What follows belongs to an exercise in optimizing a design on an open flow for small area and a short achievable clock period; a production flow would make more cautious choices.
At most, simulation tests tie the RTL to the original design; equivalence was not proved.
Power is estimated from default activity; no workload was simulated.

==> run A <==
## FIR
module FIR #
(
    parameter inbit = 11,
    parameter outbit = 23,
    parameter n=32
)
(
    input rst,
    input clk,
    input wire signed [inbit-1:0] infix,
    output reg signed [outbit-1:0] outfix
);
==> flow/config.mk <==
export PLATFORM = sky130hd
export DESIGN_NAME = FIR
export DESIGN_NICKNAME = FIR
export VERILOG_FILES = /design/flow/design.v
export SDC_FILE = /design/flow/constraint.sdc
export NUM_CORES = 4
export LEC_CHECK = 0
export CAP_MARGIN = 20
export CORE_MARGIN = 2
export CORE_UTILIZATION = 40
export CTS_BUF_LIST = sky130_fd_sc_hd__clkbuf_16
export CTS_CLUSTER_DIAMETER = 100
export CTS_CLUSTER_SIZE = 28
export SETUP_SLACK_MARGIN = 2.1
export SLEW_MARGIN = 20
export SYNTH_HIERARCHICAL = 1
==> flow/constraint.sdc <==
create_clock -name core_clock -period 4.2 [get_ports {clk}]
set_input_delay 0.8400 -clock core_clock [delete_from_list [all_inputs] [get_ports {clk}]]
set_output_delay 0.8400 -clock core_clock [all_outputs]
set_load 0.01 [all_outputs]
run.sh (not shown) runs the stock make flow with config.mk's settings and CLKGATE_MAP_FILE= SYNTH_SCRIPT=/design/flow/synth_recipe.tcl, a recipe that flattens the netlist after the stock synthesis.
==> run F (differences from run A) <==
Settings changed: CTS_CLUSTER_SIZE 28 to 25.
==> run summary <==
| quantity | run F | run A |
|---|---|---|
| Outcome | finished clean | finished clean |
| Delay of the slowest cell on the worst path | 0.59 ns | 0.49 ns |
| Total area of multi-input combinational cells | 16000 sq um | 16000 sq um |
| TritonCTS Buffers | 34 | 29 |
| Crit path from | U9[5]$_SDFF_PP0_ | U9[3]$_SDFF_PP0_ |
| Fraction of area in non-clock buffers | 2.586% | 2.570% |
| Worst reg-to-reg path cell count | 4 | 5 |
| Final #Nets | 2950 | 2944 |
| Met3 wire length | 1260 um | 1188 um |
| Total number of multi-input combinational cells | 1500 | 1501 |
| GR Util All Layers | 15.38% | 15.16% |
| Met1 layer wirelength in the final routing | 24920 um | 25090 um |
| Relative area of clock buffers and inverters in the final design | 2.836% | 2.341% |
| Hold Worst Slack | 0.3669 ns | 0.3706 ns |
| CP required | 4.66 ns | 4.67 ns |
| Endpoint of the lowest-slack register-to-register path | A6_8_1$_DFF_P_ | A5_6_1$_DFF_P_ |
| Internal power component | 10.61 mW | 10.35 mW |
| Tightest Pin Transition | 0.8538 ns | 0.8472 ns |
| Final core utilization | 44.97% | 44.72% |
| Vias | 15.30k | 15.26k |
| Wire length on met2 | 27190 um | 27160 um |
| Layout area overhead | 11.02% | 10.41% |
| Cell area power density | 439.1 nW/um^2 | 431.6 nW/um^2 |
| Max rail drop VDD | 292.9 uV | 319.6 uV |
| Slack of the worst reg-to-reg path | 2.09 ns | 2.09 ns |
| Count of non-filler cells in the finished layout | 3342 | 3335 |

* * *

==> try-garnet <==
Another version of the RTL of FIR (not shown whole).
export LEC_CHECK = 0
export CAP_MARGIN = 20
export CORE_MARGIN = 2
export CORE_UTILIZATION = 60
export PLACE_DENSITY = 0.75
export SETUP_SLACK_MARGIN = 2.1
export SLEW_MARGIN = 20
export SYNTH_HIERARCHICAL = 1
create_clock -name core_clock -period 4.2 [get_ports {clk}]
==> try-ember (differences from try-garnet) <==
--- a/flow/config.mk
+++ b/flow/config.mk
@@ -8,6 +8,5 @@
 export CAP_MARGIN = 20
 export CORE_MARGIN = 2
-export CORE_UTILIZATION = 60
-export PLACE_DENSITY = 0.75
+export CORE_UTILIZATION = 40
 export SETUP_SLACK_MARGIN = 2.1
 export SLEW_MARGIN = 20
==> try-yarrow (differences from try-garnet) <==
--- a/flow/config.mk
+++ b/flow/config.mk
@@ -8,6 +8,8 @@
 export CAP_MARGIN = 20
 export CORE_MARGIN = 2
-export CORE_UTILIZATION = 60
-export PLACE_DENSITY = 0.75
+export CORE_UTILIZATION = 40
+export CTS_BUF_LIST = sky130_fd_sc_hd__clkbuf_16
+export CTS_CLUSTER_DIAMETER = 100
+export CTS_CLUSTER_SIZE = 25
 export SETUP_SLACK_MARGIN = 2.1
 export SLEW_MARGIN = 20
==> qor.yml <==
sta:
  slew_headroom: 0.3687
placed_design:
  gp_congestion: 0.7953
drt:
  dr.pass1.iters: 4
  met2_length_um: 30580
clock_tree:
  cts_made_buffers: 36
  cts.clk_slew.worst_paths_ns: 0.10
layout:
  n_fill_cell: 7186
floorplan:
  fp.coreArea_mm2: 0.07759
global_route:
  antenna_found_initial: 0
run_status:
  status: "complete, no violations"
(the above is from try-yarrow)
==> qor.yml <==
drt:
  dr.pass1.iters: 4
  met2_length_um: 31100
floorplan:
  fp.dieH_um: 284.1
  fp.coreArea_mm2: 0.07759
clock_tree:
  cts.clk_slew.worst_paths_ns: 0.06
  cts_made_buffers: 75
placed_design:
  dp_hpwl_um: 44340
  gp_congestion: 0.7953
pwr:
  p_per_area_mw_per_mm2: 533.3
layout:
  n_fill_cell: 7031
  largest_cell_class: "multi-input gates"
sta:
  final.setup.tns_ns: 0
  timing.fmax_ghz: 0.4674
  slew_headroom: 0.3165
global_route:
  antenna_found_initial: 0
worst_setup_path:
  worstReg2RegEnd: "A10_5_1"
  path_delay_family: "adder cells"
run_status:
  status: "complete, no violations"
(the above is from try-ember)
==> qor.yml <==
layout:
  n_fill_cell: 3501
  multi_input_area_mm2: 0.01679
  max_flop_register: "outfix"
clock_tree:
  cts.clk_slew.worst_paths_ns: 0.06
  cts_made_buffers: 72
floorplan:
  start_util: 0.6092
  fp.coreArea_mm2: 0.05151
pwr:
  comb_cell_power_mw: 4.54
drt:
  met2_length_um: 32550
  dr.pass1.iters: 5
placed_design:
  gp_congestion: 0.8692
  post-place-ws_ns: 1.314
global_route:
  grt_pass1_wl_um: 101700
  antenna_found_initial: 1
run_status:
  status: "complete, no violations"
logic_synthesis:
  synthCells: 2407
min_path:
  min_path_cells: 1
sta:
  slew_headroom: 0.3228
(the above is from try-garnet)

* * *

==> inputs of nickel <==
Another version of the RTL of FIR (not shown whole).
==> flow/design.v (excerpt) <==
module FIR #
(
    parameter inbit = 11,
    parameter outbit = 23,
    parameter n=32
)
(
    input rst,
    input clk,
    input wire signed [inbit-1:0] infix,
    output reg signed [outbit-1:0] outfix
);
make LEC_CHECK=0 CAP_MARGIN=20 CORE_MARGIN=2 CORE_UTILIZATION=40 CTS_BUF_LIST=sky130_fd_sc_hd__clkbuf_16 CTS_CLUSTER_DIAMETER=110 CTS_CLUSTER_SIZE=32 SETUP_SLACK_MARGIN=2.1 SLEW_MARGIN=20 SYNTH_HIERARCHICAL=1 finish   # period 4.2 ns
==> inputs of cedar, as changes to nickel <==
--- a/flow/config.mk
+++ b/flow/config.mk
@@ -11,5 +11,5 @@
 export CTS_BUF_LIST = sky130_fd_sc_hd__clkbuf_16
-export CTS_CLUSTER_DIAMETER = 110
-export CTS_CLUSTER_SIZE = 32
-export SETUP_SLACK_MARGIN = 2.1
+export CTS_CLUSTER_DIAMETER = 100
+export CTS_CLUSTER_SIZE = 25
+export SETUP_SLACK_MARGIN = 2.0
 export SLEW_MARGIN = 20
==> run summary <==
* Status: finished clean
* Arrival time at the worst endpoint at 2.63 ns
* Clock latency at the later pin of the worst-skew pair at 0.59 ns
* Tmin final at 2.178 ns
* Switching part of the total power at 29.79%
* Post-DP Area at 32,840 um2
* First-pass GRT wire length at 100,600 um
* Met1 usage at 21.20%
That was cedar.
==> run summary <==
* Status: finished clean
* Tmin final at 2.119 ns
* Synth area leader: dfxtp_1
* Clock latency at the later pin of the worst-skew pair at 0.62 ns
* Arrival time at the worst endpoint at 2.64 ns
* Post-DP Area at 32,830 um2
* First-pass GRT wire length at 100,100 um
* Sequential group share of total power at 50.4%
* Internal at 11,040 uW
* Initial DRC count at 845
* Switching part of the total power at 30.17%
* Setup TNS at 0 ns
* Met1 usage at 21.55%
That was nickel.
No run of this note included a check of the RTL's function; only the layout flow was run.

* * *

==> inputs of branch amber <==
FIR with an RTL version that a note above also has.
==> flow/config.mk <==
export PLATFORM = sky130hd
export DESIGN_NAME = FIR
export DESIGN_NICKNAME = FIR
export VERILOG_FILES = /design/flow/design.v
export SDC_FILE = /design/flow/constraint.sdc
export NUM_CORES = 4
export LEC_CHECK = 0
export CAP_MARGIN = 20
export CORE_MARGIN = 2
export CORE_UTILIZATION = 40
export CTS_BUF_LIST = sky130_fd_sc_hd__clkbuf_16
export CTS_CLUSTER_DIAMETER = 100
export CTS_CLUSTER_SIZE = 25
export SETUP_SLACK_MARGIN = 2.0
export SLEW_MARGIN = 20
export SYNTH_HIERARCHICAL = 1
==> flow/constraint.sdc <==
create_clock -name core_clock -period 4.2 [get_ports {clk}]
set_input_delay 0.8400 -clock core_clock [delete_from_list [all_inputs] [get_ports {clk}]]
set_output_delay 0.8400 -clock core_clock [all_outputs]
set_load 0.01 [all_outputs]
==> branch xenon (differences from branch amber) <==
Settings changed: CAP_MARGIN 20 to 0, SETUP_SLACK_MARGIN 2.0 to 2.1, SLEW_MARGIN 20 to 0.
==> run summary <==
In branch xenon the clock power is higher than in branch amber, by about 2%.
In synthesized area, branch amber and branch xenon do not differ.
In branch amber the global-route usage is higher than in branch xenon, by 0.094 points.
Against branch amber, the sequential share of layout area of branch xenon is lower by 0.59 points.
==> figures <==
| quantity | branch xenon | branch amber |
|---|---|---|
| Result of the run | finished clean | finished clean |
| Origin of the worst setup path | U9[5]$_SDFF_PP0_ | U12[8]$_SDFF_PP1_ |
| Cell with the largest stage delay on the worst path | sky130_fd_sc_hd__fa_1 | sky130_fd_sc_hd__dfxtp_2 |
| Filler cells | 6780 | 6804 |
| DRT met1 WL | 24900 µm | 24800 µm |
| Power dissipated by switching net loads | 4.11 mW | 4.09 mW |
| HPWL Detailed | 38700 µm | 38900 µm |
| Post-place instance area | 31800 µm² | 31800 µm² |
| Maximum number of pins on one net before global-route repair | 155 | 181 |
| Signal buffers share of area | 2.59% | 1.39% |

* * *

==> job 3338: inputs <==
Starting RTL as in the previous note.
// FIR
module FIR #
(
    parameter inbit = 11,
    parameter outbit = 23,
    parameter n=32
)
(
    input rst,
    input clk,
    input wire signed [inbit-1:0] infix,
    output reg signed [outbit-1:0] outfix
);
  wire [10:0] wi = infix ^ 11'h400;
  wire rstn = ~rst;
  reg  [10:0] X;      
  reg  [11:0] U0;   
  reg  [11:0] U1;   
  reg  [11:0] U2;   
  reg  [11:0] U3;   
  reg  [11:0] U4;   
  reg  [11:0] U5;   
  reg  [11:0] U6;   
  reg  [11:0] U7;   
  reg  [11:0] U8;   
  reg  [11:0] U9;   
  reg  [11:0] U10;   
  reg  [11:0] U11;   
  reg  [11:0] U12;   
  reg  [11:0] U13;   
  reg  [11:0] U14;   
  reg  [11:0] U15;   
  reg  [11:0] U16;   
  reg  [11:0] U17;   
  reg  A0_0_0;
  reg  A0_0_1;
  reg  A0_1_0;
  reg  A0_1_1;
  reg  A0_2_0;
  reg  A0_2_1;
  reg  A0_3_0;
  reg  A0_4_0;
  reg  A0_4_1;
  reg  A0_5_0;
  reg  A0_5_1;
  reg  A0_6_0;
  reg  A0_6_1;
  reg  A0_7_0;
  reg  A0_7_1;
  reg  A0_8_0;
  reg  A0_8_1;
  reg  A0_9_0;
  reg  A0_9_1;
  reg  A0_10_0;
  reg  A0_10_1;
  reg  A0_11_0;
  reg  A0_11_1;
  reg  A0_12_0;
  reg  A0_12_1;
  reg  A0_13_0;
  reg  A0_13_1;
  reg  A0_14_0;
  reg  A0_14_1;
  reg  A0_15_0;
  reg  A0_15_1;
  reg  A0_16_0;
  reg  A0_16_1;
  reg  A0_17_0;
  reg  A0_17_1;
  reg  A0_18_0;
  reg  A0_18_1;
  reg  A0_19_0;
  reg  A1_0_0;
  reg  A1_1_0;
  reg  A1_1_1;
  reg  A1_2_0;
  reg  A1_3_0;
  reg  A1_3_1;
  reg  A1_4_0;
  reg  A1_4_1;
  reg  A1_5_0;
  reg  A1_5_1;
  reg  A1_6_0;
  reg  A1_6_1;
  reg  A1_7_0;
  reg  A1_7_1;
  reg  A1_8_0;
  reg  A1_8_1;
  reg  A1_9_0;
  reg  A1_9_1;
  reg  A1_10_0;
  reg  A1_10_1;
  reg  A1_11_0;
  reg  A1_11_1;
  reg  A1_12_0;
  reg  A1_12_1;
  reg  A1_13_0;
  reg  A1_13_1;
  reg  A1_14_0;
  reg  A1_14_1;
  reg  A1_15_0;
  ...
clock: 4.2 ns
lec_check: 0
cap_margin: 20
core_margin: 2
core_utilization: 40
cts_buf_list: sky130_fd_sc_hd__clkbuf_16
cts_cluster_diameter: 100
cts_cluster_size: 25
setup_slack_margin: 2.05
slew_margin: 20
synth_hierarchical: 1
==> inputs of job 6242, as changes to job 3338 <==
Settings changed: CTS_CLUSTER_SIZE 25 to 28.
==> comparison <==
- Of job 6242 and job 3338, job 6242 has the higher combinational power (gap about 2%, measured against job 3338).
- Of job 6242 and job 3338, job 3338 has the higher global-route usage (gap 0.17 points).
- Of job 3338 and job 6242, job 6242 has the higher clock skew (gap 0.0025 ns).
- Against job 6242, the setup slack of job 3338 is higher by 0.024 ns.
- Of job 6242 and job 3338, job 3338 has the higher first-iteration DRC count (gap 2.5%, measured against job 3338).
- Critical path depth is the same in job 6242 and job 3338.
- Wire length is about the same in job 3338 and job 6242.
==> figures <==
| metric | job 3338 | job 6242 |
|---|---|---|
| Number of global-route vias before repair | 17736 | 17749 |
| Met1 usage in global routing | 0.211 | 0.210 |
| Flop-to-flop setup slack | 2.10 ns | 2.07 ns |
| Total Power | 0.0146 W | 0.0144 W |
| Power in combinational cells | 0.00326 W | 0.00332 W |
| Total length of routed met3 wires | 1.26 mm | 1.53 mm |
| Resized cells post-CTS | 133 | 132 |
| Highest clock rate | 475 MHz | 470 MHz |
| Critical path arrival | 2.56 ns | 2.61 ns |
| Multi-input combinational gate total | 1500 | 1501 |
| Number of inserted filler cells in the final layout | 6795 | 6783 |
| Result of the run | complete, no violations | complete, no violations |
| Met2 track utilization from global routing | 0.266 | 0.266 |
| Met2 Routed Length | 26.9 mm | 26.9 mm |
| Maximum clock skew at final layout | 0.0242 ns | 0.0267 ns |
| Peak supply drop | 0.256 mV | 0.294 mV |

[re-timing with driven ports]
The flow's constraints put no driver on any port. The routed layouts listed below were extracted and timed again, unchanged, in two steps. Step 1: set_driving_cell puts a clkbuf_16 on clk and a buf_2 on each other input, an assumption about the parent block. Step 2 also shifts input and output timing later by t, the mid clock arrival at the registers, as if the neighbouring blocks saw the same clock. a / b / c = ideal / step 1 / step 2; a / b = the first two.
| run | t (ns) | setup WS [ns] | worst register clock-pin slew, ns | worst slew at a driven data input, ns |
|---|---|---|---|---|
| run A | 0.656 | 2.087 / 2.087 / 1.539 | 0.11 / 0.11 | 0.05 |
| run F | 0.633 | 2.091 / 2.090 / 1.560 | 0.10 / 0.10 | 0.05 |
| try-garnet | 0.659 | 2.076 / 2.076 / 1.492 | 0.07 / 0.07 | 0.05 |
| try-ember | 0.678 | 2.060 / 2.060 / 1.459 | 0.06 / 0.06 | 0.06 |
| try-yarrow | 0.633 | 2.071 / 2.071 / 1.547 | 0.10 / 0.10 | 0.06 |
| nickel | 0.668 | 2.081 / 2.081 / 1.555 | 0.12 / 0.12 | 0.07 |
| cedar | 0.636 | 2.022 / 2.022 / 1.452 | 0.10 / 0.10 | 0.06 |
| branch amber | 0.632 | 2.058 / 2.058 / 1.562 | 0.10 / 0.10 | 0.05 |
| branch xenon | 0.633 | 2.091 / 2.090 / 1.560 | 0.10 / 0.10 | 0.05 |
| job 3338 | 0.633 | 2.095 / 2.083 / 1.561 | 0.10 / 0.10 | 0.05 |
| job 6242 | 0.667 | 2.071 / 2.071 / 1.559 | 0.11 / 0.11 | 0.05 |
After both steps setup and hold are still met in every run listed. For try-ember, which loses most, drivers alone change the setup slack by 0.000 ns; drivers and shift together by -0.601 ns.
